Background: an optimization exercise with open tools, aiming at small area and a short achievable clock period. Do not read the settings as production practice. Only simulation tests tie the RTL to the original design; equivalence was not proved. No activity file was given, so power comes from the tool's default toggle rates.

===== flow/design.v =====
module FP16_mcl(
    input [15:0] data1,
    input [15:0] data2,
    input rst,
    input input_valid,
    input clk,
    output reg [15:0] datanew,
    output reg output_update
    );
    wire G1;
    wire G10;
    wire G11;
    wire G12;
    wire G13;
    wire G14;
    wire G15;
    wire G16;
    wire G17;
    wire G18;
    wire G19;
    wire G2;
    wire G20;
    wire G21;
    wire G22;
    wire G23;
    wire G24;
    wire G25;
    wire G26;
    wire G27;
    wire G28;
    wire G29;
    wire G3;
    wire G30;
    wire G31;
    wire G32;
    wire G33;
    wire G34;
    wire G35;
    wire G36;
    wire G37;
    wire G38;
    wire G39;
    wire G4;
    wire G40;
    wire G41;
    wire G42;
    wire G43;
    wire G5;
    wire G6;
    wire G7;
    wire G8;
    wire G9;
    wire P1;
    wire P10;
    wire P11;
    wire P12;
    wire P13;
    wire P14;
    wire P15;
    wire P16;
    wire P17;
    wire P18;
    wire P19;
    wire P2;
    wire P20;
    wire P21;
    wire P22;
    wire P23;
    wire P24;
    wire P25;
    wire P26;
    wire P3;
    wire P4;
    wire P5;
    wire P6;
    wire P7;
    wire P8;
    wire P9;
    wire bm5_0;
    wire bm5_1;
    wire bm5_10;
    wire bm5_11;
    wire bm5_2;
    wire bm5_3;
    wire bm5_4;
    wire bm5_5;
    wire bm5_6;
    wire bm5_7;
    wire bm5_8;
    wire bm5_9;
    wire bp0_0;
    wire bp0_1;
    wire bp0_10;
    wire bp0_11;
    wire bp0_2;
    wire bp0_3;
    wire bp0_4;
    wire bp0_5;
    wire bp0_6;
    wire bp0_7;
    wire bp0_8;
    wire bp0_9;
    wire bp1_0;
    wire bp1_1;
    wire bp1_10;
    wire bp1_11;
    wire bp1_2;
    wire bp1_3;
    wire bp1_4;
    wire bp1_5;
    wire bp1_6;
    wire bp1_7;
    wire bp1_8;
    wire bp1_9;
    wire bp2_0;
    wire bp2_1;
    wire bp2_10;
    wire bp2_11;
    wire bp2_2;
    wire bp2_3;
    wire bp2_4;
    wire bp2_5;
    wire bp2_6;
    wire bp2_7;
    wire bp2_8;
    wire bp2_9;
    wire bp3_0;
    wire bp3_1;
    wire bp3_10;
    wire bp3_11;
    wire bp3_2;
    wire bp3_3;
    wire bp3_4;
    wire bp3_5;
    wire bp3_6;
    wire bp3_7;
    wire bp3_8;
    wire bp3_9;
    wire bp4_0;
    wire bp4_1;
    wire bp4_10;
    wire bp4_11;
    wire bp4_2;
    wire bp4_3;
    wire bp4_4;
    wire bp4_5;
    wire bp4_6;
    wire bp4_7;
    wire bp4_8;
    wire bp4_9;
    wire c10_k1;
    wire c11_k0;
    wire c11_k1;
    wire c12_0_k0;
    wire c12_0_k1;
    wire c12_1_k0;
    wire c12_1_k1;
    wire fc_1_10_2;
    wire fc_1_10_3;
    wire fc_1_11_4;
    wire fc_1_11_5;
    wire fc_1_12_6;
    wire fc_1_12_7;
    wire fc_1_13_8;
    wire fc_1_13_9;
    wire fc_1_14_10;
    wire fc_1_14_11;
    wire fc_1_15_12;
    wire fc_1_16_13;
    wire fc_1_8_0;
    wire fc_1_9_1;
    wire fc_2_10_18;
    wire fc_2_11_19;
    wire fc_2_12_20;
    wire fc_2_13_21;
    wire fc_2_14_22;
    wire fc_2_15_23;
    wire fc_2_16_24;
    wire fc_2_17_25;
    wire fc_2_18_26;
    wire fc_2_6_14;
    wire fc_2_7_15;
    wire fc_2_8_16;
    wire fc_2_9_17;
    wire fc_3_10_33;
    wire fc_3_11_34;
    wire fc_3_12_35;
    wire fc_3_13_36;
    wire fc_3_14_37;
    wire fc_3_15_38;
    wire fc_3_16_39;
    wire fc_3_17_40;
    wire fc_3_18_41;
    wire fc_3_19_42;
    wire fc_3_20_43;
    wire fc_3_4_27;
    wire fc_3_5_28;
    wire fc_3_6_29;
    wire fc_3_7_30;
    wire fc_3_8_31;
    wire fc_3_9_32;
    wire fs_1_10_2;
    wire fs_1_10_3;
    wire fs_1_11_4;
    wire fs_1_11_5;
    wire fs_1_12_6;
    wire fs_1_12_7;
    wire fs_1_13_8;
    wire fs_1_13_9;
    wire fs_1_14_10;
    wire fs_1_14_11;
    wire fs_1_15_12;
    wire fs_1_16_13;
    wire fs_1_8_0;
    wire fs_1_9_1;
    wire fs_2_10_18;
    wire fs_2_11_19;
    wire fs_2_12_20;
    wire fs_2_13_21;
    wire fs_2_14_22;
    wire fs_2_15_23;
    wire fs_2_16_24;
    wire fs_2_17_25;
    wire fs_2_18_26;
    wire fs_2_6_14;
    wire fs_2_7_15;
    wire fs_2_8_16;
    wire fs_2_9_17;
    wire fs_3_10_33;
    wire fs_3_11_34;
    wire fs_3_12_35;
    wire fs_3_13_36;
    wire fs_3_14_37;
    wire fs_3_15_38;
    wire fs_3_16_39;
    wire fs_3_17_40;
    wire fs_3_18_41;
    wire fs_3_19_42;
    wire fs_3_20_43;
    wire fs_3_4_27;
    wire fs_3_5_28;
    wire fs_3_6_29;
    wire fs_3_7_30;
    wire fs_3_8_31;
    wire fs_3_9_32;
    wire g0;
    wire g10;
    wire g11;
    wire g12;
    wire g13;
    wire g14;
    wire g15;
    wire g16;
    wire g17;
    wire g18;
    wire g19;
    wire g2;
    wire g20;
    wire g21;
    wire g3;
    wire g4;
    wire g5;
    wire g6;
    wire g7;
    wire g8;
    wire g9;
    wire hc_1_6_0;
    wire hc_1_7_1;
    wire hc_1_8_2;
    wire hc_1_9_3;
    wire hc_2_4_4;
    wire hc_2_5_5;
    wire hc_3_2_6;
    wire hc_3_3_7;
    wire hrc12;
    wire hrc13;
    wire hrc14;
    wire hrc15;
    wire hrc16;
    wire hrc17;
    wire hrc18;
    wire hrc19;
    wire hrc20;
    wire hrc21;
    wire hrs11;
    wire hrs12;
    wire hrs13;
    wire hrs14;
    wire hrs15;
    wire hrs16;
    wire hrs17;
    wire hrs18;
    wire hrs19;
    wire hrs20;
    wire hrs21;
    wire hs_1_6_0;
    wire hs_1_7_1;
    wire hs_1_8_2;
    wire hs_1_9_3;
    wire hs_2_4_4;
    wire hs_2_5_5;
    wire hs_3_2_6;
    wire hs_3_3_7;
    wire l10_k0;
    wire l10_k1;
    wire l9_k0;
    wire l9_k1;
    wire n_bm5_11_c21;
    wire n_bm5_2_c12;
    wire n_bm5_2_c13;
    wire n_bm5_5_c15;
    wire n_bm5_7_c17;
    wire n_bm5_9_c19;
    wire neg0;
    wire neg1;
    wire neg2;
    wire neg3;
    wire neg4;
    wire nneg0;
    wire nneg1;
    wire nneg2;
    wire nneg3;
    wire nneg4;
    wire one0;
    wire one1;
    wire one2;
    wire one3;
    wire one4;
    wire p0;
    wire p10;
    wire p11;
    wire p12;
    wire p13;
    wire p14;
    wire p15;
    wire p16;
    wire p17;
    wire p18;
    wire p19;
    wire p2;
    wire p20;
    wire p21;
    wire p3;
    wire p4;
    wire p5;
    wire p6;
    wire p7;
    wire p8;
    wire p9;
    wire pl10;
    wire pl9;
    wire q0_10;
    wire q0_11;
    wire q0_12;
    wire q0_13;
    wire q0_14;
    wire q0_15;
    wire q0_16;
    wire q0_17;
    wire q0_18;
    wire q0_19;
    wire q0_20;
    wire q0_21;
    wire q0_c12;
    wire q10_k0;
    wire q10_k1;
    wire q11_0_k0;
    wire q11_0_k1;
    wire q11_1_k0;
    wire q11_1_k1;
    wire q1_11;
    wire q1_12;
    wire q1_13;
    wire q1_14;
    wire q1_15;
    wire q1_16;
    wire q1_17;
    wire q1_18;
    wire q1_19;
    wire q1_20;
    wire q1_c12;
    wire r0_k0;
    wire r0_k1;
    wire sg0;
    wire two0;
    wire two1;
    wire two2;
    wire two3;
    wire two4;
    wire ug12;
    wire ug13;
    wire ug14;
    wire ug15;
    wire ug16;
    wire ug17;
    wire ug18;
    wire ug19;
    wire ug20;
    wire ug21;
    wire up12;
    wire up13;
    wire up14;
    wire up15;
    wire up16;
    wire up17;
    wire up18;
    wire up19;
    wire up20;
    wire up21;
    wire z9_0;
    reg one0_r1;
    reg data1_0_r1;
    reg neg0_r1;
    reg data1_1_r1;
    reg two0_r1;
    reg data1_2_r1;
    reg data1_3_r1;
    reg data1_4_r1;
    reg data1_5_r1;
    reg data1_6_r1;
    reg data1_7_r1;
    reg data1_8_r1;
    reg data1_9_r1;
    reg one1_r1;
    reg neg1_r1;
    reg two1_r1;
    reg one2_r1;
    reg neg2_r1;
    reg two2_r1;
    reg one3_r1;
    reg neg3_r1;
    reg two3_r1;
    reg one4_r1;
    reg neg4_r1;
    reg two4_r1;
    reg data2_9_r1;
    reg bp0_0_r2;
    reg neg0_r2;
    reg hs_3_2_6_r2;
    reg neg1_r2;
    reg hs_3_3_7_r2;
    reg hc_3_2_6_r2;
    reg fs_3_4_27_r2;
    reg hc_3_3_7_r2;
    reg fs_3_5_28_r2;
    reg fc_3_4_27_r2;
    reg fs_3_6_29_r2;
    reg fc_3_5_28_r2;
    reg fs_3_7_30_r2;
    reg fc_3_6_29_r2;
    reg fs_3_8_31_r2;
    reg fc_3_7_30_r2;
    reg fs_3_9_32_r2;
    reg fc_3_8_31_r2;
    reg fs_3_10_33_r2;
    reg fc_3_9_32_r2;
    reg fs_3_11_34_r2;
    reg fc_3_10_33_r2;
    reg fs_3_12_35_r2;
    reg fc_3_11_34_r2;
    reg fs_3_13_36_r2;
    reg fc_3_12_35_r2;
    reg fs_3_14_37_r2;
    reg fc_3_13_36_r2;
    reg fs_3_15_38_r2;
    reg fc_3_14_37_r2;
    reg fs_3_16_39_r2;
    reg fc_3_15_38_r2;
    reg fs_3_17_40_r2;
    reg fc_3_16_39_r2;
    reg fs_3_18_41_r2;
    reg fc_3_17_40_r2;
    reg fs_3_19_42_r2;
    reg fc_3_18_41_r2;
    reg fs_3_20_43_r2;
    reg fc_3_19_42_r2;
    reg n_bm5_11_c21_r2;
    reg fc_3_20_43_r2;
    reg bp0_1_r2;
    reg z9_0_r1;
    reg z9_0_r2;
    reg es0_5_r1;
    reg es0_5_r2;
    reg es0_4_r1;
    reg es0_4_r2;
    reg es0_3_r1;
    reg es0_3_r2;
    reg es0_2_r1;
    reg es0_2_r2;
    reg es0_1_r1;
    reg es0_1_r2;
    reg es0_0_r1;
    reg es0_0_r2;
    reg sg0_r1;
    reg sg0_r2;
    wire inf0 = (&data1[14:10]) | (&data2[14:10]);
    wire zero0 = ~(|data1[14:0]) | ~(|data2[14:0]);
    wire [5:0] esum0 = data1[14:10] + data2[14:10];
    wire [5:0] es0 = inf0 ? 6'd63 : zero0 ? 6'd0 : esum0;
    assign sg0 = data1[15] ^ data2[15];
    wire [10:0] t1, t2;
    assign t1[0] = 1'b1;
    assign t1[1] = ~(|data1[0:0]);
    assign t1[2] = ~(|data1[1:0]);
    assign t1[3] = ~(|data1[2:0]);
    assign t1[4] = ~(|data1[3:0]);
    assign t1[5] = ~(|data1[4:0]);
    assign t1[6] = ~(|data1[5:0]);
    assign t1[7] = ~(|data1[6:0]);
    assign t1[8] = ~(|data1[7:0]);
    assign t1[9] = ~(|data1[8:0]);
    assign t1[10] = ~(|data1[9:0]);
    assign t2[0] = 1'b1;
    assign t2[1] = ~(|data2[0:0]);
    assign t2[2] = ~(|data2[1:0]);
    assign t2[3] = ~(|data2[2:0]);
    assign t2[4] = ~(|data2[3:0]);
    assign t2[5] = ~(|data2[4:0]);
    assign t2[6] = ~(|data2[5:0]);
    assign t2[7] = ~(|data2[6:0]);
    assign t2[8] = ~(|data2[7:0]);
    assign t2[9] = ~(|data2[8:0]);
    assign t2[10] = ~(|data2[9:0]);
    assign z9_0 = (t1[0] & t2[9]) | (t1[1] & t2[8]) | (t1[2] & t2[7]) | (t1[3] & t2[6]) | (t1[4] & t2[5]) | (t1[5] & t2[4]) | (t1[6] & t2[3]) | (t1[7] & t2[2]) | (t1[8] & t2[1]) | (t1[9] & t2[0]);
    assign neg0 = data2[1] & ~(data2[0] & 1'b0);
    assign one0 = data2[0] ^ 1'b0;
    assign two0 = (data2[1] & ~data2[0] & ~1'b0) | (~data2[1] & data2[0] & 1'b0);
    assign bp0_0 = ((one0_r1 & data1_0_r1)) ^ neg0_r1;
    assign bp0_1 = ((one0_r1 & data1_1_r1) | (two0_r1 & data1_0_r1)) ^ neg0_r1;
    assign bp0_2 = ((one0_r1 & data1_2_r1) | (two0_r1 & data1_1_r1)) ^ neg0_r1;
    assign bp0_3 = ((one0_r1 & data1_3_r1) | (two0_r1 & data1_2_r1)) ^ neg0_r1;
    assign bp0_4 = ((one0_r1 & data1_4_r1) | (two0_r1 & data1_3_r1)) ^ neg0_r1;
    assign bp0_5 = ((one0_r1 & data1_5_r1) | (two0_r1 & data1_4_r1)) ^ neg0_r1;
    assign bp0_6 = ((one0_r1 & data1_6_r1) | (two0_r1 & data1_5_r1)) ^ neg0_r1;
    assign bp0_7 = ((one0_r1 & data1_7_r1) | (two0_r1 & data1_6_r1)) ^ neg0_r1;
    assign bp0_8 = ((one0_r1 & data1_8_r1) | (two0_r1 & data1_7_r1)) ^ neg0_r1;
    assign bp0_9 = ((one0_r1 & data1_9_r1) | (two0_r1 & data1_8_r1)) ^ neg0_r1;
    assign bp0_10 = ((one0_r1 & 1'b1) | (two0_r1 & data1_9_r1)) ^ neg0_r1;
    assign bp0_11 = ((two0_r1 & 1'b1)) ^ neg0_r1;
    assign nneg0 = ~neg0_r1;
    assign neg1 = data2[3] & ~(data2[2] & data2[1]);
    assign one1 = data2[2] ^ data2[1];
    assign two1 = (data2[3] & ~data2[2] & ~data2[1]) | (~data2[3] & data2[2] & data2[1]);
    assign bp1_0 = ((one1_r1 & data1_0_r1)) ^ neg1_r1;
    assign bp1_1 = ((one1_r1 & data1_1_r1) | (two1_r1 & data1_0_r1)) ^ neg1_r1;
    assign bp1_2 = ((one1_r1 & data1_2_r1) | (two1_r1 & data1_1_r1)) ^ neg1_r1;
    assign bp1_3 = ((one1_r1 & data1_3_r1) | (two1_r1 & data1_2_r1)) ^ neg1_r1;
    assign bp1_4 = ((one1_r1 & data1_4_r1) | (two1_r1 & data1_3_r1)) ^ neg1_r1;
    assign bp1_5 = ((one1_r1 & data1_5_r1) | (two1_r1 & data1_4_r1)) ^ neg1_r1;
    assign bp1_6 = ((one1_r1 & data1_6_r1) | (two1_r1 & data1_5_r1)) ^ neg1_r1;
    assign bp1_7 = ((one1_r1 & data1_7_r1) | (two1_r1 & data1_6_r1)) ^ neg1_r1;
    assign bp1_8 = ((one1_r1 & data1_8_r1) | (two1_r1 & data1_7_r1)) ^ neg1_r1;
    assign bp1_9 = ((one1_r1 & data1_9_r1) | (two1_r1 & data1_8_r1)) ^ neg1_r1;
    assign bp1_10 = ((one1_r1 & 1'b1) | (two1_r1 & data1_9_r1)) ^ neg1_r1;
    assign bp1_11 = ((two1_r1 & 1'b1)) ^ neg1_r1;
    assign nneg1 = ~neg1_r1;
    assign neg2 = data2[5] & ~(data2[4] & data2[3]);
    assign one2 = data2[4] ^ data2[3];
    assign two2 = (data2[5] & ~data2[4] & ~data2[3]) | (~data2[5] & data2[4] & data2[3]);
    assign bp2_0 = ((one2_r1 & data1_0_r1)) ^ neg2_r1;
    assign bp2_1 = ((one2_r1 & data1_1_r1) | (two2_r1 & data1_0_r1)) ^ neg2_r1;
    assign bp2_2 = ((one2_r1 & data1_2_r1) | (two2_r1 & data1_1_r1)) ^ neg2_r1;
    assign bp2_3 = ((one2_r1 & data1_3_r1) | (two2_r1 & data1_2_r1)) ^ neg2_r1;
    assign bp2_4 = ((one2_r1 & data1_4_r1) | (two2_r1 & data1_3_r1)) ^ neg2_r1;
    assign bp2_5 = ((one2_r1 & data1_5_r1) | (two2_r1 & data1_4_r1)) ^ neg2_r1;
    assign bp2_6 = ((one2_r1 & data1_6_r1) | (two2_r1 & data1_5_r1)) ^ neg2_r1;
    assign bp2_7 = ((one2_r1 & data1_7_r1) | (two2_r1 & data1_6_r1)) ^ neg2_r1;
    assign bp2_8 = ((one2_r1 & data1_8_r1) | (two2_r1 & data1_7_r1)) ^ neg2_r1;
    assign bp2_9 = ((one2_r1 & data1_9_r1) | (two2_r1 & data1_8_r1)) ^ neg2_r1;
    assign bp2_10 = ((one2_r1 & 1'b1) | (two2_r1 & data1_9_r1)) ^ neg2_r1;
    assign bp2_11 = ((two2_r1 & 1'b1)) ^ neg2_r1;
    assign nneg2 = ~neg2_r1;
    assign neg3 = data2[7] & ~(data2[6] & data2[5]);
    assign one3 = data2[6] ^ data2[5];
    assign two3 = (data2[7] & ~data2[6] & ~data2[5]) | (~data2[7] & data2[6] & data2[5]);
    assign bp3_0 = ((one3_r1 & data1_0_r1)) ^ neg3_r1;
    assign bp3_1 = ((one3_r1 & data1_1_r1) | (two3_r1 & data1_0_r1)) ^ neg3_r1;
    assign bp3_2 = ((one3_r1 & data1_2_r1) | (two3_r1 & data1_1_r1)) ^ neg3_r1;
    assign bp3_3 = ((one3_r1 & data1_3_r1) | (two3_r1 & data1_2_r1)) ^ neg3_r1;
    assign bp3_4 = ((one3_r1 & data1_4_r1) | (two3_r1 & data1_3_r1)) ^ neg3_r1;
    assign bp3_5 = ((one3_r1 & data1_5_r1) | (two3_r1 & data1_4_r1)) ^ neg3_r1;
    assign bp3_6 = ((one3_r1 & data1_6_r1) | (two3_r1 & data1_5_r1)) ^ neg3_r1;
    assign bp3_7 = ((one3_r1 & data1_7_r1) | (two3_r1 & data1_6_r1)) ^ neg3_r1;
    assign bp3_8 = ((one3_r1 & data1_8_r1) | (two3_r1 & data1_7_r1)) ^ neg3_r1;
    assign bp3_9 = ((one3_r1 & data1_9_r1) | (two3_r1 & data1_8_r1)) ^ neg3_r1;
    assign bp3_10 = ((one3_r1 & 1'b1) | (two3_r1 & data1_9_r1)) ^ neg3_r1;
    assign bp3_11 = ((two3_r1 & 1'b1)) ^ neg3_r1;
    assign nneg3 = ~neg3_r1;
    assign neg4 = data2[9] & ~(data2[8] & data2[7]);
    assign one4 = data2[8] ^ data2[7];
    assign two4 = (data2[9] & ~data2[8] & ~data2[7]) | (~data2[9] & data2[8] & data2[7]);
    assign bp4_0 = ((one4_r1 & data1_0_r1)) ^ neg4_r1;
    assign bp4_1 = ((one4_r1 & data1_1_r1) | (two4_r1 & data1_0_r1)) ^ neg4_r1;
    assign bp4_2 = ((one4_r1 & data1_2_r1) | (two4_r1 & data1_1_r1)) ^ neg4_r1;
    assign bp4_3 = ((one4_r1 & data1_3_r1) | (two4_r1 & data1_2_r1)) ^ neg4_r1;
    assign bp4_4 = ((one4_r1 & data1_4_r1) | (two4_r1 & data1_3_r1)) ^ neg4_r1;
    assign bp4_5 = ((one4_r1 & data1_5_r1) | (two4_r1 & data1_4_r1)) ^ neg4_r1;
    assign bp4_6 = ((one4_r1 & data1_6_r1) | (two4_r1 & data1_5_r1)) ^ neg4_r1;
    assign bp4_7 = ((one4_r1 & data1_7_r1) | (two4_r1 & data1_6_r1)) ^ neg4_r1;
    assign bp4_8 = ((one4_r1 & data1_8_r1) | (two4_r1 & data1_7_r1)) ^ neg4_r1;
    assign bp4_9 = ((one4_r1 & data1_9_r1) | (two4_r1 & data1_8_r1)) ^ neg4_r1;
    assign bp4_10 = ((one4_r1 & 1'b1) | (two4_r1 & data1_9_r1)) ^ neg4_r1;
    assign bp4_11 = ((two4_r1 & 1'b1)) ^ neg4_r1;
    assign nneg4 = ~neg4_r1;
    assign bm5_0 = data2_9_r1 ? 1'b0 : data1_0_r1;
    assign bm5_1 = data2_9_r1 ? data1_0_r1 : data1_1_r1;
    assign bm5_2 = data2_9_r1 ? data1_1_r1 : data1_2_r1;
    assign bm5_3 = data2_9_r1 ? data1_2_r1 : data1_3_r1;
    assign bm5_4 = data2_9_r1 ? data1_3_r1 : data1_4_r1;
    assign bm5_5 = data2_9_r1 ? data1_4_r1 : data1_5_r1;
    assign bm5_6 = data2_9_r1 ? data1_5_r1 : data1_6_r1;
    assign bm5_7 = data2_9_r1 ? data1_6_r1 : data1_7_r1;
    assign bm5_8 = data2_9_r1 ? data1_7_r1 : data1_8_r1;
    assign bm5_9 = data2_9_r1 ? data1_8_r1 : data1_9_r1;
    assign bm5_10 = data2_9_r1 ? data1_9_r1 : 1'b1;
    assign bm5_11 = data2_9_r1;
    assign n_bm5_2_c12 = ~bm5_2;
    assign n_bm5_2_c13 = ~bm5_2;
    assign n_bm5_5_c15 = ~bm5_5;
    assign n_bm5_7_c17 = ~bm5_7;
    assign n_bm5_9_c19 = ~bm5_9;
    assign n_bm5_11_c21 = ~bm5_11;
    assign hs_1_6_0 = bp0_6 ^ bp1_4;
    assign hc_1_6_0 = bp0_6 & bp1_4;
    assign hs_1_7_1 = bp0_7 ^ bp1_5;
    assign hc_1_7_1 = bp0_7 & bp1_5;
    assign fs_1_8_0 = bp0_8 ^ bp1_6 ^ bp2_4;
    assign fc_1_8_0 = (bp0_8 & bp1_6) | (bp0_8 & bp2_4) | (bp1_6 & bp2_4);
    assign hs_1_8_2 = bp3_2 ^ bp4_0;
    assign hc_1_8_2 = bp3_2 & bp4_0;
    assign fs_1_9_1 = bp0_9 ^ bp1_7 ^ bp2_5;
    assign fc_1_9_1 = (bp0_9 & bp1_7) | (bp0_9 & bp2_5) | (bp1_7 & bp2_5);
    assign hs_1_9_3 = bp3_3 ^ bp4_1;
    assign hc_1_9_3 = bp3_3 & bp4_1;
    assign fs_1_10_2 = bp0_10 ^ bp1_8 ^ bp2_6;
    assign fc_1_10_2 = (bp0_10 & bp1_8) | (bp0_10 & bp2_6) | (bp1_8 & bp2_6);
    assign fs_1_10_3 = bp3_4 ^ bp4_2 ^ bm5_0;
    assign fc_1_10_3 = (bp3_4 & bp4_2) | (bp3_4 & bm5_0) | (bp4_2 & bm5_0);
    assign fs_1_11_4 = bp0_11 ^ bp1_9 ^ bp2_7;
    assign fc_1_11_4 = (bp0_11 & bp1_9) | (bp0_11 & bp2_7) | (bp1_9 & bp2_7);
    assign fs_1_11_5 = bp3_5 ^ bp4_3 ^ bm5_1;
    assign fc_1_11_5 = (bp3_5 & bp4_3) | (bp3_5 & bm5_1) | (bp4_3 & bm5_1);
    assign fs_1_12_6 = nneg0 ^ bp1_10 ^ bp2_8;
    assign fc_1_12_6 = (nneg0 & bp1_10) | (nneg0 & bp2_8) | (bp1_10 & bp2_8);
    assign fs_1_12_7 = bp3_6 ^ bp4_4 ^ n_bm5_2_c12;
    assign fc_1_12_7 = (bp3_6 & bp4_4) | (bp3_6 & n_bm5_2_c12) | (bp4_4 & n_bm5_2_c12);
    assign fs_1_13_8 = bp1_11 ^ bp2_9 ^ bp3_7;
    assign fc_1_13_8 = (bp1_11 & bp2_9) | (bp1_11 & bp3_7) | (bp2_9 & bp3_7);
    assign fs_1_13_9 = bp4_5 ^ bm5_3 ^ n_bm5_2_c13;
    assign fc_1_13_9 = (bp4_5 & bm5_3) | (bp4_5 & n_bm5_2_c13) | (bm5_3 & n_bm5_2_c13);
    assign fs_1_14_10 = nneg1 ^ bp2_10 ^ bp3_8;
    assign fc_1_14_10 = (nneg1 & bp2_10) | (nneg1 & bp3_8) | (bp2_10 & bp3_8);
    assign fs_1_14_11 = bp4_6 ^ bm5_4 ^ bm5_2;
    assign fc_1_14_11 = (bp4_6 & bm5_4) | (bp4_6 & bm5_2) | (bm5_4 & bm5_2);
    assign fs_1_15_12 = bp2_11 ^ bp3_9 ^ bp4_7;
    assign fc_1_15_12 = (bp2_11 & bp3_9) | (bp2_11 & bp4_7) | (bp3_9 & bp4_7);
    assign fs_1_16_13 = nneg2 ^ bp3_10 ^ bp4_8;
    assign fc_1_16_13 = (nneg2 & bp3_10) | (nneg2 & bp4_8) | (bp3_10 & bp4_8);
    assign hs_2_4_4 = bp0_4 ^ bp1_2;
    assign hc_2_4_4 = bp0_4 & bp1_2;
    assign hs_2_5_5 = bp0_5 ^ bp1_3;
    assign hc_2_5_5 = bp0_5 & bp1_3;
    assign fs_2_6_14 = hs_1_6_0 ^ bp2_2 ^ bp3_0;
    assign fc_2_6_14 = (hs_1_6_0 & bp2_2) | (hs_1_6_0 & bp3_0) | (bp2_2 & bp3_0);
    assign fs_2_7_15 = hs_1_7_1 ^ bp2_3 ^ bp3_1;
    assign fc_2_7_15 = (hs_1_7_1 & bp2_3) | (hs_1_7_1 & bp3_1) | (bp2_3 & bp3_1);
    assign fs_2_8_16 = fs_1_8_0 ^ hs_1_8_2 ^ neg4_r1;
    assign fc_2_8_16 = (fs_1_8_0 & hs_1_8_2) | (fs_1_8_0 & neg4_r1) | (hs_1_8_2 & neg4_r1);
    assign fs_2_9_17 = fs_1_9_1 ^ hs_1_9_3 ^ fc_1_8_0;
    assign fc_2_9_17 = (fs_1_9_1 & hs_1_9_3) | (fs_1_9_1 & fc_1_8_0) | (hs_1_9_3 & fc_1_8_0);
    assign fs_2_10_18 = fs_1_10_2 ^ fs_1_10_3 ^ fc_1_9_1;
    assign fc_2_10_18 = (fs_1_10_2 & fs_1_10_3) | (fs_1_10_2 & fc_1_9_1) | (fs_1_10_3 & fc_1_9_1);
    assign fs_2_11_19 = fs_1_11_4 ^ fs_1_11_5 ^ fc_1_10_2;
    assign fc_2_11_19 = (fs_1_11_4 & fs_1_11_5) | (fs_1_11_4 & fc_1_10_2) | (fs_1_11_5 & fc_1_10_2);
    assign fs_2_12_20 = fs_1_12_6 ^ fs_1_12_7 ^ fc_1_11_4;
    assign fc_2_12_20 = (fs_1_12_6 & fs_1_12_7) | (fs_1_12_6 & fc_1_11_4) | (fs_1_12_7 & fc_1_11_4);
    assign fs_2_13_21 = fs_1_13_8 ^ fs_1_13_9 ^ fc_1_12_6;
    assign fc_2_13_21 = (fs_1_13_8 & fs_1_13_9) | (fs_1_13_8 & fc_1_12_6) | (fs_1_13_9 & fc_1_12_6);
    assign fs_2_14_22 = fs_1_14_10 ^ fs_1_14_11 ^ fc_1_13_8;
    assign fc_2_14_22 = (fs_1_14_10 & fs_1_14_11) | (fs_1_14_10 & fc_1_13_8) | (fs_1_14_11 & fc_1_13_8);
    assign fs_2_15_23 = fs_1_15_12 ^ n_bm5_5_c15 ^ fc_1_14_10;
    assign fc_2_15_23 = (fs_1_15_12 & n_bm5_5_c15) | (fs_1_15_12 & fc_1_14_10) | (n_bm5_5_c15 & fc_1_14_10);
    assign fs_2_16_24 = fs_1_16_13 ^ bm5_6 ^ bm5_5;
    assign fc_2_16_24 = (fs_1_16_13 & bm5_6) | (fs_1_16_13 & bm5_5) | (bm5_6 & bm5_5);
    assign fs_2_17_25 = bp3_11 ^ bp4_9 ^ n_bm5_7_c17;
    assign fc_2_17_25 = (bp3_11 & bp4_9) | (bp3_11 & n_bm5_7_c17) | (bp4_9 & n_bm5_7_c17);
    assign fs_2_18_26 = nneg3 ^ bp4_10 ^ bm5_8;
    assign fc_2_18_26 = (nneg3 & bp4_10) | (nneg3 & bm5_8) | (bp4_10 & bm5_8);
    assign hs_3_2_6 = bp0_2 ^ bp1_0;
    assign hc_3_2_6 = bp0_2 & bp1_0;
    assign hs_3_3_7 = bp0_3 ^ bp1_1;
    assign hc_3_3_7 = bp0_3 & bp1_1;
    assign fs_3_4_27 = hs_2_4_4 ^ bp2_0 ^ neg2_r1;
    assign fc_3_4_27 = (hs_2_4_4 & bp2_0) | (hs_2_4_4 & neg2_r1) | (bp2_0 & neg2_r1);
    assign fs_3_5_28 = hs_2_5_5 ^ bp2_1 ^ hc_2_4_4;
    assign fc_3_5_28 = (hs_2_5_5 & bp2_1) | (hs_2_5_5 & hc_2_4_4) | (bp2_1 & hc_2_4_4);
    assign fs_3_6_29 = fs_2_6_14 ^ neg3_r1 ^ hc_2_5_5;
    assign fc_3_6_29 = (fs_2_6_14 & neg3_r1) | (fs_2_6_14 & hc_2_5_5) | (neg3_r1 & hc_2_5_5);
    assign fs_3_7_30 = fs_2_7_15 ^ hc_1_6_0 ^ fc_2_6_14;
    assign fc_3_7_30 = (fs_2_7_15 & hc_1_6_0) | (fs_2_7_15 & fc_2_6_14) | (hc_1_6_0 & fc_2_6_14);
    assign fs_3_8_31 = fs_2_8_16 ^ hc_1_7_1 ^ fc_2_7_15;
    assign fc_3_8_31 = (fs_2_8_16 & hc_1_7_1) | (fs_2_8_16 & fc_2_7_15) | (hc_1_7_1 & fc_2_7_15);
    assign fs_3_9_32 = fs_2_9_17 ^ hc_1_8_2 ^ fc_2_8_16;
    assign fc_3_9_32 = (fs_2_9_17 & hc_1_8_2) | (fs_2_9_17 & fc_2_8_16) | (hc_1_8_2 & fc_2_8_16);
    assign fs_3_10_33 = fs_2_10_18 ^ hc_1_9_3 ^ fc_2_9_17;
    assign fc_3_10_33 = (fs_2_10_18 & hc_1_9_3) | (fs_2_10_18 & fc_2_9_17) | (hc_1_9_3 & fc_2_9_17);
    assign fs_3_11_34 = fs_2_11_19 ^ fc_1_10_3 ^ fc_2_10_18;
    assign fc_3_11_34 = (fs_2_11_19 & fc_1_10_3) | (fs_2_11_19 & fc_2_10_18) | (fc_1_10_3 & fc_2_10_18);
    assign fs_3_12_35 = fs_2_12_20 ^ fc_1_11_5 ^ fc_2_11_19;
    assign fc_3_12_35 = (fs_2_12_20 & fc_1_11_5) | (fs_2_12_20 & fc_2_11_19) | (fc_1_11_5 & fc_2_11_19);
    assign fs_3_13_36 = fs_2_13_21 ^ fc_1_12_7 ^ fc_2_12_20;
    assign fc_3_13_36 = (fs_2_13_21 & fc_1_12_7) | (fs_2_13_21 & fc_2_12_20) | (fc_1_12_7 & fc_2_12_20);
    assign fs_3_14_37 = fs_2_14_22 ^ fc_1_13_9 ^ fc_2_13_21;
    assign fc_3_14_37 = (fs_2_14_22 & fc_1_13_9) | (fs_2_14_22 & fc_2_13_21) | (fc_1_13_9 & fc_2_13_21);
    assign fs_3_15_38 = fs_2_15_23 ^ fc_1_14_11 ^ fc_2_14_22;
    assign fc_3_15_38 = (fs_2_15_23 & fc_1_14_11) | (fs_2_15_23 & fc_2_14_22) | (fc_1_14_11 & fc_2_14_22);
    assign fs_3_16_39 = fs_2_16_24 ^ fc_1_15_12 ^ fc_2_15_23;
    assign fc_3_16_39 = (fs_2_16_24 & fc_1_15_12) | (fs_2_16_24 & fc_2_15_23) | (fc_1_15_12 & fc_2_15_23);
    assign fs_3_17_40 = fs_2_17_25 ^ fc_1_16_13 ^ fc_2_16_24;
    assign fc_3_17_40 = (fs_2_17_25 & fc_1_16_13) | (fs_2_17_25 & fc_2_16_24) | (fc_1_16_13 & fc_2_16_24);
    assign fs_3_18_41 = fs_2_18_26 ^ bm5_7 ^ fc_2_17_25;
    assign fc_3_18_41 = (fs_2_18_26 & bm5_7) | (fs_2_18_26 & fc_2_17_25) | (bm5_7 & fc_2_17_25);
    assign fs_3_19_42 = bp4_11 ^ n_bm5_9_c19 ^ fc_2_18_26;
    assign fc_3_19_42 = (bp4_11 & n_bm5_9_c19) | (bp4_11 & fc_2_18_26) | (n_bm5_9_c19 & fc_2_18_26);
    assign fs_3_20_43 = nneg4 ^ bm5_10 ^ bm5_9;
    assign fc_3_20_43 = (nneg4 & bm5_10) | (nneg4 & bm5_9) | (bm5_10 & bm5_9);
    assign g0 = bp0_0_r2 & neg0_r2;
    assign p0 = bp0_0_r2 ^ neg0_r2;
    assign g2 = hs_3_2_6_r2 & neg1_r2;
    assign p2 = hs_3_2_6_r2 ^ neg1_r2;
    assign g3 = hs_3_3_7_r2 & hc_3_2_6_r2;
    assign p3 = hs_3_3_7_r2 ^ hc_3_2_6_r2;
    assign g4 = fs_3_4_27_r2 & hc_3_3_7_r2;
    assign p4 = fs_3_4_27_r2 ^ hc_3_3_7_r2;
    assign g5 = fs_3_5_28_r2 & fc_3_4_27_r2;
    assign p5 = fs_3_5_28_r2 ^ fc_3_4_27_r2;
    assign g6 = fs_3_6_29_r2 & fc_3_5_28_r2;
    assign p6 = fs_3_6_29_r2 ^ fc_3_5_28_r2;
    assign g7 = fs_3_7_30_r2 & fc_3_6_29_r2;
    assign p7 = fs_3_7_30_r2 ^ fc_3_6_29_r2;
    assign g8 = fs_3_8_31_r2 & fc_3_7_30_r2;
    assign p8 = fs_3_8_31_r2 ^ fc_3_7_30_r2;
    assign g9 = fs_3_9_32_r2 & fc_3_8_31_r2;
    assign p9 = fs_3_9_32_r2 ^ fc_3_8_31_r2;
    assign g10 = fs_3_10_33_r2 & fc_3_9_32_r2;
    assign p10 = fs_3_10_33_r2 ^ fc_3_9_32_r2;
    assign g11 = fs_3_11_34_r2 & fc_3_10_33_r2;
    assign p11 = fs_3_11_34_r2 ^ fc_3_10_33_r2;
    assign g12 = fs_3_12_35_r2 & fc_3_11_34_r2;
    assign p12 = fs_3_12_35_r2 ^ fc_3_11_34_r2;
    assign g13 = fs_3_13_36_r2 & fc_3_12_35_r2;
    assign p13 = fs_3_13_36_r2 ^ fc_3_12_35_r2;
    assign g14 = fs_3_14_37_r2 & fc_3_13_36_r2;
    assign p14 = fs_3_14_37_r2 ^ fc_3_13_36_r2;
    assign g15 = fs_3_15_38_r2 & fc_3_14_37_r2;
    assign p15 = fs_3_15_38_r2 ^ fc_3_14_37_r2;
    assign g16 = fs_3_16_39_r2 & fc_3_15_38_r2;
    assign p16 = fs_3_16_39_r2 ^ fc_3_15_38_r2;
    assign g17 = fs_3_17_40_r2 & fc_3_16_39_r2;
    assign p17 = fs_3_17_40_r2 ^ fc_3_16_39_r2;
    assign g18 = fs_3_18_41_r2 & fc_3_17_40_r2;
    assign p18 = fs_3_18_41_r2 ^ fc_3_17_40_r2;
    assign g19 = fs_3_19_42_r2 & fc_3_18_41_r2;
    assign p19 = fs_3_19_42_r2 ^ fc_3_18_41_r2;
    assign g20 = fs_3_20_43_r2 & fc_3_19_42_r2;
    assign p20 = fs_3_20_43_r2 ^ fc_3_19_42_r2;
    assign g21 = n_bm5_11_c21_r2 & fc_3_20_43_r2;
    assign p21 = n_bm5_11_c21_r2 ^ fc_3_20_43_r2;
    assign G1 = bp0_1_r2 & g0;
    assign P1 = bp0_1_r2 & p0;
    assign G2 = g3 | (p3 & g2);
    assign P2 = p3 & p2;
    assign G3 = g5 | (p5 & g4);
    assign P3 = p5 & p4;
    assign G4 = g7 | (p7 & g6);
    assign P4 = p7 & p6;
    assign G5 = g2 | (p2 & G1);
    assign P5 = p2 & P1;
    assign G6 = G2 | (P2 & G1);
    assign P6 = P2 & P1;
    assign G7 = g6 | (p6 & G3);
    assign P7 = p6 & P3;
    assign G8 = G4 | (P4 & G3);
    assign P8 = P4 & P3;
    assign G9 = g4 | (p4 & G6);
    assign P9 = p4 & P6;
    assign G10 = G3 | (P3 & G6);
    assign P10 = P3 & P6;
    assign G11 = G7 | (P7 & G6);
    assign P11 = P7 & P6;
    assign G12 = G8 | (P8 & G6);
    assign P12 = P8 & P6;
    assign G13 = g8 | (p8 & G12);
    assign P13 = p8 & P12;
    assign hrs11 = fs_3_11_34_r2 ^ fc_3_10_33_r2;
    assign hrc12 = fs_3_11_34_r2 & fc_3_10_33_r2;
    assign hrs12 = fs_3_12_35_r2 ^ fc_3_11_34_r2;
    assign hrc13 = fs_3_12_35_r2 & fc_3_11_34_r2;
    assign hrs13 = fs_3_13_36_r2 ^ fc_3_12_35_r2;
    assign hrc14 = fs_3_13_36_r2 & fc_3_12_35_r2;
    assign hrs14 = fs_3_14_37_r2 ^ fc_3_13_36_r2;
    assign hrc15 = fs_3_14_37_r2 & fc_3_13_36_r2;
    assign hrs15 = fs_3_15_38_r2 ^ fc_3_14_37_r2;
    assign hrc16 = fs_3_15_38_r2 & fc_3_14_37_r2;
    assign hrs16 = fs_3_16_39_r2 ^ fc_3_15_38_r2;
    assign hrc17 = fs_3_16_39_r2 & fc_3_15_38_r2;
    assign hrs17 = fs_3_17_40_r2 ^ fc_3_16_39_r2;
    assign hrc18 = fs_3_17_40_r2 & fc_3_16_39_r2;
    assign hrs18 = fs_3_18_41_r2 ^ fc_3_17_40_r2;
    assign hrc19 = fs_3_18_41_r2 & fc_3_17_40_r2;
    assign hrs19 = fs_3_19_42_r2 ^ fc_3_18_41_r2;
    assign hrc20 = fs_3_19_42_r2 & fc_3_18_41_r2;
    assign hrs20 = fs_3_20_43_r2 ^ fc_3_19_42_r2;
    assign hrc21 = fs_3_20_43_r2 & fc_3_19_42_r2;
    assign hrs21 = n_bm5_11_c21_r2 ^ fc_3_20_43_r2;
    assign ug12 = hrs12 & hrc12;
    assign up12 = hrs12 ^ hrc12;
    assign ug13 = hrs13 & hrc13;
    assign up13 = hrs13 ^ hrc13;
    assign ug14 = hrs14 & hrc14;
    assign up14 = hrs14 ^ hrc14;
    assign ug15 = hrs15 & hrc15;
    assign up15 = hrs15 ^ hrc15;
    assign ug16 = hrs16 & hrc16;
    assign up16 = hrs16 ^ hrc16;
    assign ug17 = hrs17 & hrc17;
    assign up17 = hrs17 ^ hrc17;
    assign ug18 = hrs18 & hrc18;
    assign up18 = hrs18 ^ hrc18;
    assign ug19 = hrs19 & hrc19;
    assign up19 = hrs19 ^ hrc19;
    assign ug20 = hrs20 & hrc20;
    assign up20 = hrs20 ^ hrc20;
    assign ug21 = hrs21 & hrc21;
    assign up21 = hrs21 ^ hrc21;
    assign G14 = ug13 | (up13 & ug12);
    assign P14 = up13 & up12;
    assign G15 = ug15 | (up15 & ug14);
    assign P15 = up15 & up14;
    assign G16 = ug17 | (up17 & ug16);
    assign P16 = up17 & up16;
    assign G17 = ug19 | (up19 & ug18);
    assign P17 = up19 & up18;
    assign G18 = ug14 | (up14 & G14);
    assign P18 = up14 & P14;
    assign G19 = G15 | (P15 & G14);
    assign P19 = P15 & P14;
    assign G20 = ug18 | (up18 & G16);
    assign P20 = up18 & P16;
    assign G21 = G17 | (P17 & G16);
    assign P21 = P17 & P16;
    assign G22 = ug16 | (up16 & G19);
    assign P22 = up16 & P19;
    assign G23 = G16 | (P16 & G19);
    assign P23 = P16 & P19;
    assign G24 = G20 | (P20 & G19);
    assign P24 = P20 & P19;
    assign G25 = G21 | (P21 & G19);
    assign P25 = P21 & P19;
    assign G26 = ug20 | (up20 & G25);
    assign P26 = up20 & P25;
    assign l9_k0 = p9;
    assign l10_k0 = p10 ^ g9;
    assign c11_k0 = g10 | (p10 & g9);
    assign r0_k0 = l10_k0 & l9_k0;
    assign c12_0_k0 = (hrs11 & c11_k0) | (hrs11 & r0_k0) | (c11_k0 & r0_k0);
    assign q11_0_k0 = hrs11 ^ c11_k0 ^ r0_k0;
    assign c12_1_k0 = (hrs11 & c11_k0) | (hrs11 & l10_k0) | (c11_k0 & l10_k0);
    assign q11_1_k0 = hrs11 ^ c11_k0 ^ l10_k0;
    assign q10_k0 = l10_k0 ^ l9_k0;
    assign l9_k1 = ~p9;
    assign c10_k1 = fs_3_9_32_r2 | fc_3_8_31_r2;
    assign l10_k1 = p10 ^ c10_k1;
    assign c11_k1 = g10 | (p10 & c10_k1);
    assign r0_k1 = l10_k1 & l9_k1;
    assign c12_0_k1 = (hrs11 & c11_k1) | (hrs11 & r0_k1) | (c11_k1 & r0_k1);
    assign q11_0_k1 = hrs11 ^ c11_k1 ^ r0_k1;
    assign c12_1_k1 = (hrs11 & c11_k1) | (hrs11 & l10_k1) | (c11_k1 & l10_k1);
    assign q11_1_k1 = hrs11 ^ c11_k1 ^ l10_k1;
    assign q10_k1 = l10_k1 ^ l9_k1;
    assign pl9 = G13 ? l9_k1 : l9_k0;
    assign pl10 = G13 ? l10_k1 : l10_k0;
    assign q0_10 = G13 ? q10_k1 : q10_k0;
    assign q0_c12 = G13 ? c12_0_k1 : c12_0_k0;
    assign q0_11 = G13 ? q11_0_k1 : q11_0_k0;
    assign q0_12 = up12 ^ q0_c12;
    assign G27 = ug12 | (up12 & q0_c12);
    assign q0_13 = up13 ^ G27;
    assign G28 = G14 | (P14 & q0_c12);
    assign q0_14 = up14 ^ G28;
    assign G29 = G18 | (P18 & q0_c12);
    assign q0_15 = up15 ^ G29;
    assign G30 = G19 | (P19 & q0_c12);
    assign q0_16 = up16 ^ G30;
    assign G31 = G22 | (P22 & q0_c12);
    assign q0_17 = up17 ^ G31;
    assign G32 = G23 | (P23 & q0_c12);
    assign q0_18 = up18 ^ G32;
    assign G33 = G24 | (P24 & q0_c12);
    assign q0_19 = up19 ^ G33;
    assign G34 = G25 | (P25 & q0_c12);
    assign q0_20 = up20 ^ G34;
    assign G35 = G26 | (P26 & q0_c12);
    assign q0_21 = up21 ^ G35;
    assign q1_c12 = G13 ? c12_1_k1 : c12_1_k0;
    assign q1_11 = G13 ? q11_1_k1 : q11_1_k0;
    assign q1_12 = up12 ^ q1_c12;
    assign G36 = ug12 | (up12 & q1_c12);
    assign q1_13 = up13 ^ G36;
    assign G37 = G14 | (P14 & q1_c12);
    assign q1_14 = up14 ^ G37;
    assign G38 = G18 | (P18 & q1_c12);
    assign q1_15 = up15 ^ G38;
    assign G39 = G19 | (P19 & q1_c12);
    assign q1_16 = up16 ^ G39;
    assign G40 = G22 | (P22 & q1_c12);
    assign q1_17 = up17 ^ G40;
    assign G41 = G23 | (P23 & q1_c12);
    assign q1_18 = up18 ^ G41;
    assign G42 = G24 | (P24 & q1_c12);
    assign q1_19 = up19 ^ G42;
    assign G43 = G25 | (P25 & q1_c12);
    assign q1_20 = up20 ^ G43;
    wire z9 = z9_0_r2;
    wire k = q0_21;
    wire tie0 = pl9 & z9;
    wire tie1 = pl10 & ~pl9 & z9;
    wire [9:0] frac1 = {q1_20, q1_19, q1_18, q1_17, q1_16, q1_15, q1_14, q1_13, q1_12, q1_11 & ~tie1};
    wire [9:0] frac0 = {q0_19, q0_18, q0_17, q0_16, q0_15, q0_14, q0_13, q0_12, q0_11, q0_10 & ~tie0};
    wire [5:0] esr = {es0_5_r2, es0_4_r2, es0_3_r2, es0_2_r2, es0_1_r2, es0_0_r2};
    wire sat1 = esr >= 6'd45;
    wire sat0 = esr >= 6'd46;
    wire flz1 = esr <= 6'd14;
    wire flz0 = esr <= 6'd15;
    wire [4:0] eo1 = esr[4:0] + 5'd18;
    wire [4:0] eo0 = esr[4:0] + 5'd17;
    wire sg = sg0_r2;
    wire [15:0] res1 = sat1 ? {sg, 15'h7fff} : flz1 ? 16'h0000 : {sg, eo1, frac1};
    wire [15:0] res0 = sat0 ? {sg, 15'h7fff} : flz0 ? 16'h0000 : {sg, eo0, frac0};
    wire [15:0] res = k ? res1 : res0;
    reg [1:0] vld;
    always @(posedge clk or posedge rst)
        if (rst) begin
            vld <= 2'd0;
            output_update <= 1'b0;
        end else begin
            vld <= {vld[0:0], input_valid};
            output_update <= vld[1];
        end
    always @(posedge clk) begin
        one0_r1 <= one0;
        data1_0_r1 <= data1[0];
        neg0_r1 <= neg0;
        data1_1_r1 <= data1[1];
        two0_r1 <= two0;
        data1_2_r1 <= data1[2];
        data1_3_r1 <= data1[3];
        data1_4_r1 <= data1[4];
        data1_5_r1 <= data1[5];
        data1_6_r1 <= data1[6];
        data1_7_r1 <= data1[7];
        data1_8_r1 <= data1[8];
        data1_9_r1 <= data1[9];
        one1_r1 <= one1;
        neg1_r1 <= neg1;
        two1_r1 <= two1;
        one2_r1 <= one2;
        neg2_r1 <= neg2;
        two2_r1 <= two2;
        one3_r1 <= one3;
        neg3_r1 <= neg3;
        two3_r1 <= two3;
        one4_r1 <= one4;
        neg4_r1 <= neg4;
        two4_r1 <= two4;
        data2_9_r1 <= data2[9];
        bp0_0_r2 <= bp0_0;
        neg0_r2 <= neg0_r1;
        hs_3_2_6_r2 <= hs_3_2_6;
        neg1_r2 <= neg1_r1;
        hs_3_3_7_r2 <= hs_3_3_7;
        hc_3_2_6_r2 <= hc_3_2_6;
        fs_3_4_27_r2 <= fs_3_4_27;
        hc_3_3_7_r2 <= hc_3_3_7;
        fs_3_5_28_r2 <= fs_3_5_28;
        fc_3_4_27_r2 <= fc_3_4_27;
        fs_3_6_29_r2 <= fs_3_6_29;
        fc_3_5_28_r2 <= fc_3_5_28;
        fs_3_7_30_r2 <= fs_3_7_30;
        fc_3_6_29_r2 <= fc_3_6_29;
        fs_3_8_31_r2 <= fs_3_8_31;
        fc_3_7_30_r2 <= fc_3_7_30;
        fs_3_9_32_r2 <= fs_3_9_32;
        fc_3_8_31_r2 <= fc_3_8_31;
        fs_3_10_33_r2 <= fs_3_10_33;
        fc_3_9_32_r2 <= fc_3_9_32;
        fs_3_11_34_r2 <= fs_3_11_34;
        fc_3_10_33_r2 <= fc_3_10_33;
        fs_3_12_35_r2 <= fs_3_12_35;
        fc_3_11_34_r2 <= fc_3_11_34;
        fs_3_13_36_r2 <= fs_3_13_36;
        fc_3_12_35_r2 <= fc_3_12_35;
        fs_3_14_37_r2 <= fs_3_14_37;
        fc_3_13_36_r2 <= fc_3_13_36;
        fs_3_15_38_r2 <= fs_3_15_38;
        fc_3_14_37_r2 <= fc_3_14_37;
        fs_3_16_39_r2 <= fs_3_16_39;
        fc_3_15_38_r2 <= fc_3_15_38;
        fs_3_17_40_r2 <= fs_3_17_40;
        fc_3_16_39_r2 <= fc_3_16_39;
        fs_3_18_41_r2 <= fs_3_18_41;
        fc_3_17_40_r2 <= fc_3_17_40;
        fs_3_19_42_r2 <= fs_3_19_42;
        fc_3_18_41_r2 <= fc_3_18_41;
        fs_3_20_43_r2 <= fs_3_20_43;
        fc_3_19_42_r2 <= fc_3_19_42;
        n_bm5_11_c21_r2 <= n_bm5_11_c21;
        fc_3_20_43_r2 <= fc_3_20_43;
        bp0_1_r2 <= bp0_1;
        z9_0_r1 <= z9_0;
        z9_0_r2 <= z9_0_r1;
        es0_5_r1 <= es0[5];
        es0_5_r2 <= es0_5_r1;
        es0_4_r1 <= es0[4];
        es0_4_r2 <= es0_4_r1;
        es0_3_r1 <= es0[3];
        es0_3_r2 <= es0_3_r1;
        es0_2_r1 <= es0[2];
        es0_2_r2 <= es0_2_r1;
        es0_1_r1 <= es0[1];
        es0_1_r2 <= es0_1_r1;
        es0_0_r1 <= es0[0];
        es0_0_r2 <= es0_0_r1;
        sg0_r1 <= sg0;
        sg0_r2 <= sg0_r1;
        datanew <= res;
    end
endmodule

===== flow/config.mk =====
export PLATFORM = sky130hd
export DESIGN_NAME = FP16_mcl
export DESIGN_NICKNAME = FP16_mcl
export VERILOG_FILES = /design/flow/design.v
export SDC_FILE = /design/flow/constraint.sdc
export NUM_CORES = 4
export LEC_CHECK = 0
export ABC_CLOCK_PERIOD_IN_PS = 2900
export CAP_MARGIN = 20
export CORE_MARGIN = 2
export CORE_UTILIZATION = 60
export CTS_BUF_LIST = sky130_fd_sc_hd__clkbuf_4 sky130_fd_sc_hd__clkbuf_8
export SETUP_SLACK_MARGIN = 2.3
export SLEW_MARGIN = 20

===== flow/run.sh =====
#!/bin/bash
# synth_recipe.tcl (not shown) runs the flow's synth.tcl, then flattens the netlist and writes it again
# the make line also repeats each setting of config.mk as NAME=value (left out here)
make -C /OpenROAD-flow-scripts/flow DESIGN_CONFIG=/design/flow/config.mk WORK_HOME=/design/flow/orfs CLKGATE_MAP_FILE= SYNTH_SCRIPT=/design/flow/synth_recipe.tcl finish

===== flow/constraint.sdc =====
create_clock -name core_clock -period 5.5 [get_ports {clk}]
set_input_delay 1.1000 -clock core_clock [delete_from_list [all_inputs] [get_ports {clk}]]
set_output_delay 1.1000 -clock core_clock [all_outputs]
set_load 0.01 [all_outputs]

==> results of run 1 <==
-- stage by stage --
step	worst slack [ns]	util (%)	hold WS, ns	instances	power (mW)
3_5_place_dp	2.089	66.80	0.3138	820	3.877
4_1_cts	2.327	69.29	0.3387	839	4.506
2_1_floorplan	2.506	-	0.3096	660	3.218
6_report	2.360	69.79	0.3362	841	4.586
5_1_grt	2.192	69.79	0.3517	841	5.028
3_3_place_gp	2.241	66.80	0.3101	820	3.804
-- final timing paths --
path | slack (ns) | cells after the start | endpoint
max reg2reg | 2.36 | 14 | datanew[1]
min | 0.34 | 0 | sg0_r2
max | 2.36 | 14 | datanew[1]
max in group asynchronous | 4.50 | 2 | output_update
min reg2reg | 0.34 | 0 | sg0_r2
min in group asynchronous | 0.87 | 2 | vld[0]
-- per-layer routing --
| layer | vias to the layer above | GRT usage (%) | routed length [um] | part of all wire (%) |
|---|---|---|---|---|
| met3 | 14 | 5.276 | 633 | 4.7 |
| met2 | 139 | 41.75 | 6655 | 50 |
| met5 | - | 0 | 0 | 0 |
| met4 | 0 | 7.414 | 155 | 1.2 |
| met1 | 2249 | 30.10 | 5931 | 44 |
| li1 | 2315 | - | - | - |
-- layout make-up --
type / count / area, sq um
Multi-Input combinational cell: 451 / 4257
Fill cell: 834 / 3289
Sequential cell: 104 / 2097
Timing Repair Buffer: 57 / 568.0
Inverter: 73 / 276.5
Tap cell: 140 / 175.2
Clock buffer: 9 / 123.9
Clock inverter: 7 / 101.3
-- report_power, final --
part	internal (mW)	total [mW]	leakage, nW	switching (mW)
Combinational	1.37	2.93	2.28	1.56
Sequential	0.995	1.12	0.885	0.127
Clock	0.262	0.529	0.112	0.267
-- critical path, stage by stage (launching register included) --
cell	delay (ns)
dfxtp_1	0.34
ha_2	0.19
fa_1	0.59
inv_1	0.07
fa_2	0.34
nor3b_1	0.14
o21ai_1	0.11
o32ai_2	0.11
buf_4	0.18
nor2_4	0.09
inv_1	0.06
fa_2	0.51
inv_1	0.04
o21ai_1	0.14
mux2i_1	0.10
-- kinds of logic (layout without fill, tap and decap cells) --
family                   after synthesis  in the layout  synth area share (%)
AO/OA/AOI/OAI                        146            146                 14.97
XOR/XNOR                              79             80                 10.60
adder cells (fa/ha/maj)              104            104                 25.23
buffers and inverters                106            146                 6.084
flip-flops                           104            104                 31.28
multiplexers                          31             31                 4.965
AND/OR/NAND/NOR                       90             90                 6.869
-- layout by cell type, fill, tap and decap left out, types with 5 or more instances in the layout --
cell type,count
inv_1,71
nand2b_1,6
a211oi_1,10
mux2i_1,22
clkdlybuf4s50_1,51
dfxtp_1,101
a22oi_1,45
xor2_1,24
xnor2_1,54
mux2_2,8
buf_4,5
ha_1,51
nor2b_1,9
a21oi_1,30
o31ai_1,6
nand3_1,6
fa_1,50
o21ai_0,28
nor2_1,26
clkbuf_8,9
nand2_1,19
nor4_1,5
-- synthesized netlist by cell type (3+ instances only) --
library cell,count,area (sq um)
a211oi_1,10,75.07
a21oi_1,30,150.1
a22oi_1,45,337.8
a31oi_1,3,18.77
and3_1,4,25.02
buf_1,4,15.01
clkbuf_1,28,105.1
dfrtp_1,3,75.07
dfxtp_1,101,2022
fa_1,52,1041
ha_1,52,650.6
inv_1,71,266.5
mux2_2,8,90.09
mux2i_1,22,220.2
nand2_1,19,71.32
nand2b_1,6,37.54
nand3_1,6,30.03
nand3b_1,4,30.03
nor2_1,27,101.4
nor2b_1,9,56.30
nor4_1,5,31.28
o2111a_1,4,45.04
o21ai_0,30,150.1
o31ai_1,6,45.04
xnor2_1,54,473.0
xor2_1,24,210.2
-- timing repair --
item / CTS / global route
setup endpoints to repair: 15 / 13
cloned: 1 / 0
setup buffers: 2 / 2
hold buffers: 0 / 0
pin swaps: 3 / 1
gates resized for setup: 1 / 9
hold endpoints to repair: 0 / 0
==> results.sh, run 1 <==
export IMPL_num_vias=4717
export IMPL_antenna_found_initial=0
export IMPL_clock_latency_ns=0.39
export IMPL_grt_pass1_vias=4644
export IMPL_run_status="finished clean"
export IMPL_die_area_sq_um=12040
export IMPL_hp_class="flip-flop to flip-flop"
export IMPL_drive_gt1_share_pct=6.847
export IMPL_pwr_density_cell_nw_per_um2=603.5
export IMPL_top_regs="datanew x16, vld x2"
export IMPL_largest_register="datanew"
export IMPL_ioPinCount=52
export IMPL_globalplace_congestion=0.8847
export IMPL_cp_arrival_ns=3.40
export IMPL_r2r_start="fs_3_9_32_r2"
export IMPL_wl_per_cell_um=15.90
export IMPL_cp_start_kind="flip-flop"
export IMPL_min_delay_start="sg0_r1"
export IMPL_fin_setup_tns_ns=0
export IMPL_htreeDepth=3
export IMPL_viasPerCell=5.609
export IMPL_finalCriticalPeriod_ns=3.140
export IMPL_ys_ff_latch=104
export IMPL_grt_max_degree=19
export IMPL_synthArstFlopShare_pct=2.885
export IMPL_ys_flop_type="dfxtp_1"
export IMPL_worst_setup_path_end_kind="flip-flop"
export IMPL_portBuffers=51
export IMPL_cts_root_buffer="clkbuf_8"
export IMPL_die_w_um=109.7
export IMPL_leakage_nw=3.282
export IMPL_crit_type="flip-flop to flip-flop"
export IMPL_dp_hpwl_um=10390
export IMPL_largest_reg_flops=16
export IMPL_finalSetupViolations=0
export IMPL_ant_nets=0
export IMPL_dr_pass1_iters=5
export IMPL_synth_nets=799
export IMPL_grt_pass1_wl_um=22280
export IMPL_drt_first_iter_violations=249
export IMPL_numClockSinks=104
export IMPL_worstPathRequired_ns=5.76
export IMPL_syn_area_sq_um=6704
export IMPL_start_util_pct=61.57
export IMPL_ir_drop_uv=551.3
export IMPL_hold_viol=0
export IMPL_yosysWarnings=1
export IMPL_path_clk_slew_ns=0.10
export IMPL_grt_setup_unrepaired="true"
export IMPL_grt_overflow=0
export IMPL_fin_nets=835
export IMPL_die_h_um=109.7
export IMPL_seq_area_frac_synth_pct=31.28
export IMPL_clockBufferDepth=2
export IMPL_synth_edff_count=0
export IMPL_synthCells=660
export IMPL_syn_to_final_growth_pct=13.34
export IMPL_drv_cap=0
export IMPL_groute_usage_overall_pct=24.13
export IMPL_dpl_instance_area_sq_um=7273
export IMPL_skew_ns=0.01131
export IMPL_synth_cell_types=51
export IMPL_num_antenna_cells=0
export IMPL_tightestPinTransition_ns=1.019
export IMPL_final_area_sq_um=7599
export IMPL_maxSlewHeadroom_pct=31.61
export IMPL_cts_made_buffers=9
export IMPL_rows=38
export IMPL_critPathMaxFanout=4
export IMPL_crit_start="fs_3_9_32_r2"
export IMPL_fp_coreArea_sq_um=10890
export IMPL_drv_slew=0
export IMPL_fmax_mhz=318.4
export IMPL_avgSynthCellArea_sq_um=10.16
export IMPL_finalCritPeriodShare_pct=57.10
export IMPL_cts_tree="built"
export IMPL_route_detailed_drc=0
export IMPL_wirelength_um=13370
==> run 2, diff against run 1 <==
--- a/flow/config.mk
+++ b/flow/config.mk
@@ -6,9 +6,9 @@
 export NUM_CORES = 4
 export LEC_CHECK = 0
-export ABC_CLOCK_PERIOD_IN_PS = 2900
+export ABC_CLOCK_PERIOD_IN_PS = 2700
 export CAP_MARGIN = 20
 export CORE_MARGIN = 2
 export CORE_UTILIZATION = 60
 export CTS_BUF_LIST = sky130_fd_sc_hd__clkbuf_4 sky130_fd_sc_hd__clkbuf_8
-export SETUP_SLACK_MARGIN = 2.3
+export SETUP_SLACK_MARGIN = 2.6
 export SLEW_MARGIN = 20
==> results.sh, run 2 <==
export IMPL_ant_nets=0
export IMPL_syn_area_sq_um=6704
export IMPL_worstPathRequired_ns=5.80
export IMPL_cp_arrival_ns=3.23
export IMPL_viasPerCell=5.637
export IMPL_run_status="finished clean"
export IMPL_rows=38
export IMPL_grt_max_degree=19
export IMPL_portBuffers=51
export IMPL_start_util_pct=61.57
export IMPL_cp_start_kind="flip-flop"
export IMPL_synth_cell_types=51
export IMPL_ys_ff_latch=104
export IMPL_hold_viol=0
export IMPL_synth_area_leaders="dfxtp_1 30%, fa_1 16%, ha_1 9.7%"
export IMPL_synth_top_area_cell="dfxtp_1"
export IMPL_wl_per_cell_um=16.07
export IMPL_groute_usage_overall_pct=24.46
export IMPL_syn_to_final_growth_pct=15.55
export IMPL_drt_first_iter_violations=231
export IMPL_numClockSinks=104
export IMPL_avgSynthCellArea_sq_um=10.16
export IMPL_fin_nets=847
export IMPL_synth_nets=799
export IMPL_synthCells=660
export IMPL_antenna_found_initial=0
export IMPL_drive_gt1_share_pct=11.92
export IMPL_yosysWarnings=1
export IMPL_fin_util_pct=71.14
export IMPL_globalplace_congestion=0.9141
export IMPL_grt_overflow=0
export IMPL_htreeDepth=3
export IMPL_clock_latency_ns=0.38
export IMPL_path_clk_slew_ns=0.10
export IMPL_grt_setup_unrepaired="true"
export IMPL_synthArstFlopShare_pct=2.885
export IMPL_finalSetupViolations=0
export IMPL_synthMuxAreaShare_pct=4.965
export IMPL_ioPinCount=52
export IMPL_cts_hold_buf=0
export IMPL_drv_cap=0
export IMPL_whs_ns=0.3393
export IMPL_fin_setup_tns_ns=0
export IMPL_layout_common_cells="93 x dfxtp_1, 67 x inv_1, 54 x xnor2_1"
export IMPL_synth_xor_xnor_area_share_pct=10.60
export IMPL_ys_flop_type="dfxtp_1"
export IMPL_final_common_cell="dfxtp_1"
export IMPL_wirelength_um=13710
export IMPL_maxSlewHeadroom_pct=23.25
export IMPL_die_area_sq_um=12040
export IMPL_largest_register="datanew"
export IMPL_synth_most_common_cell="dfxtp_1"
export IMPL_worst_setup_path_end_kind="flip-flop"
export IMPL_route_detailed_drc=0
export IMPL_synth_compound_area_share_pct=14.97
export IMPL_finalCritPeriodShare_pct=53.17
export IMPL_top_regs="datanew x16, vld x2"
export IMPL_dp_hpwl_um=10490
export IMPL_cts_made_buffers=9
export IMPL_pwr_density_cell_nw_per_um2=624.8
export IMPL_grt_pass1_wl_um=22680
export IMPL_synthAdderAreaFrac_pct=25.23
export IMPL_finalCriticalPeriod_ns=2.924
export IMPL_synth_simple_gate_area_share_pct=6.868
export IMPL_tightestPinTransition_ns=1.143
export IMPL_synth_top_family_by_area="adder cells"
export IMPL_hp_class="flip-flop to flip-flop"
export IMPL_num_vias=4808
export IMPL_clockBufferDepth=2
export IMPL_drv_slew=0
export IMPL_num_antenna_cells=0
export IMPL_synth_edff_count=0
export IMPL_synth_top_area_share_pct=30.16
export IMPL_r2r_slack_ns=2.58
export IMPL_synth_common_cells="101 x dfxtp_1, 71 x inv_1, 54 x xnor2_1, 52 x fa_1, 52 x ha_1"
export IMPL_grt_pass1_vias=4794
export IMPL_die_h_um=109.7
export IMPL_crit_type="flip-flop to flip-flop"
export IMPL_critPathMaxFanout=8
export IMPL_skew_ns=0.01000
export IMPL_cts_tree="built"
export IMPL_seq_area_frac_synth_pct=31.28
export IMPL_dr_pass1_iters=5
export IMPL_cts_root_buffer="clkbuf_8"
export IMPL_fmax_mhz=342.0
export IMPL_ir_drop_uv=500.5
export IMPL_largest_reg_flops=16
export IMPL_fp_coreArea_sq_um=10890
export IMPL_die_w_um=109.7
export IMPL_leakage_nw=3.324
[run 2: cell types whose count changed in the layout (fill, tap and decap cells not counted), moves of 3 or more]
cell / delta
inv_1: -4
fa_2: +4
buf_6: +5
dfxtp_2: +8
ha_1: -3
buf_4: +7
dfxtp_1: -8
inv_2: +4
fa_1: -4
[run 2: worst max-delay path: stages, from the launching register on]
cell and delay, ns:
dfxtp_2 0.34, ha_2 0.18, fa_1 0.47, buf_4 0.16
ha_2 0.18, fa_2 0.35, mux2i_4 0.19, inv_4 0.07
a211oi_4 0.28, buf_6 0.15, xnor2_4 0.12, buf_12 0.16
mux2i_1 0.20
[run 2: cells by family after synthesis]
group | Yosys count
AO/OA/AOI/OAI | 146
XOR/XNOR | 79
adder cells (fa/ha/maj) | 104
buffers and inverters | 106
flip-flops | 104
multiplexers | 31
AND/OR/NAND/NOR | 90
[run 2: through the flow]
stage          cells  instance area (sq um)  total power [mW]  setup slack, ns
2_1_floorplan    660                   6731             3.252            2.555
3_3_place_gp     819                   7293             3.827            2.219
3_5_place_dp     819                   7293             3.907            2.104
4_1_cts          846                   7619             4.628            2.557
5_1_grt          853                   7746             5.309            2.463
6_report         853                   7746             4.840            2.576
[run 2: repair_timing]
item,4_1_cts,5_1_grt
resized for setup,11,22
cloned,1,0
setup buffers,10,7
pin swaps,8,12
endpoints found under the setup margin,22,26
[run 2: worst paths after layout]
check,from,to,cells past startpoint
setup / recovery,fs_3_9_32_r2,datanew[7],12
hold / removal,sg0_r1,sg0_r2,0
setup reg to reg,fs_3_9_32_r2,datanew[7],12
hold reg to reg,sg0_r1,sg0_r2,0
max in group asynchronous,rst,vld[0],2
min in group asynchronous,rst,output_update,2
[run 2: where the power goes]
| group | leakage (nW) | internal (mW) | switching [mW] |
|---|---|---|---|
| combinational | 2.34 | 1.61 | 1.65 |
| clock | 0.0941 | 0.178 | 0.271 |
| sequential | 0.886 | 0.998 | 0.131 |
[run 2: final cells by class]
| class | count | area, sq um |
|---|---|---|
| timing repair buffer | 69 | 676.9 |
| clock inverter | 6 | 52.55 |
| clock buffer | 10 | 131.4 |
| inverter | 73 | 276.5 |
| multi-input combinational | 451 | 4327 |
| sequential | 104 | 2107 |
| tap | 140 | 175.2 |
| fill | 861 | 3142 |
[run 2: per-layer routing]
metal	wire, um	GRT usage, %	vias up
met1	6092	31.18	2344
li1	-	-	2333
met2	6842	42.24	119
met3	556	3.616	12
met4	218	8.770	0
met5	0	0	-

## static timing again, ports no longer ideal
The flow's constraints put no driver on any port. The routed layouts listed below were extracted and timed again, unchanged, in two steps.
Step 1 sets driving cells, clkbuf_16 on the clock port and buf_2 on the other inputs (assumed; they add their load-dependent delay and slew).
Step 2, shift: input delay + t, output delay - t, t = (earliest + latest rising clock arrival at the registers) / 2. This alone moves slack from input paths to output paths.
Slacks: no drivers / after step 1 / after step 2; pairs: no drivers / after step 1.
| run | shift t [ns] | setup slack, ns | worst hold slack (ns) | slew at the worst register clock pin (ns) | worst slew at a driven data input, ns |
|---|---|---|---|---|---|
| run 1 | 0.416 | 2.360 / 2.360 / 2.360 | 0.336 / 0.336 / 0.336 | 0.10 / 0.10 | 0.03 |
| run 2 | 0.410 | 2.576 / 2.576 / 2.374 | 0.339 / 0.339 / 0.339 | 0.10 / 0.10 | 0.04 |
After both steps every run listed still meets setup and hold. For run 2, which loses most, drivers alone change the setup slack by 0.000 ns; drivers and shift together by -0.202 ns.
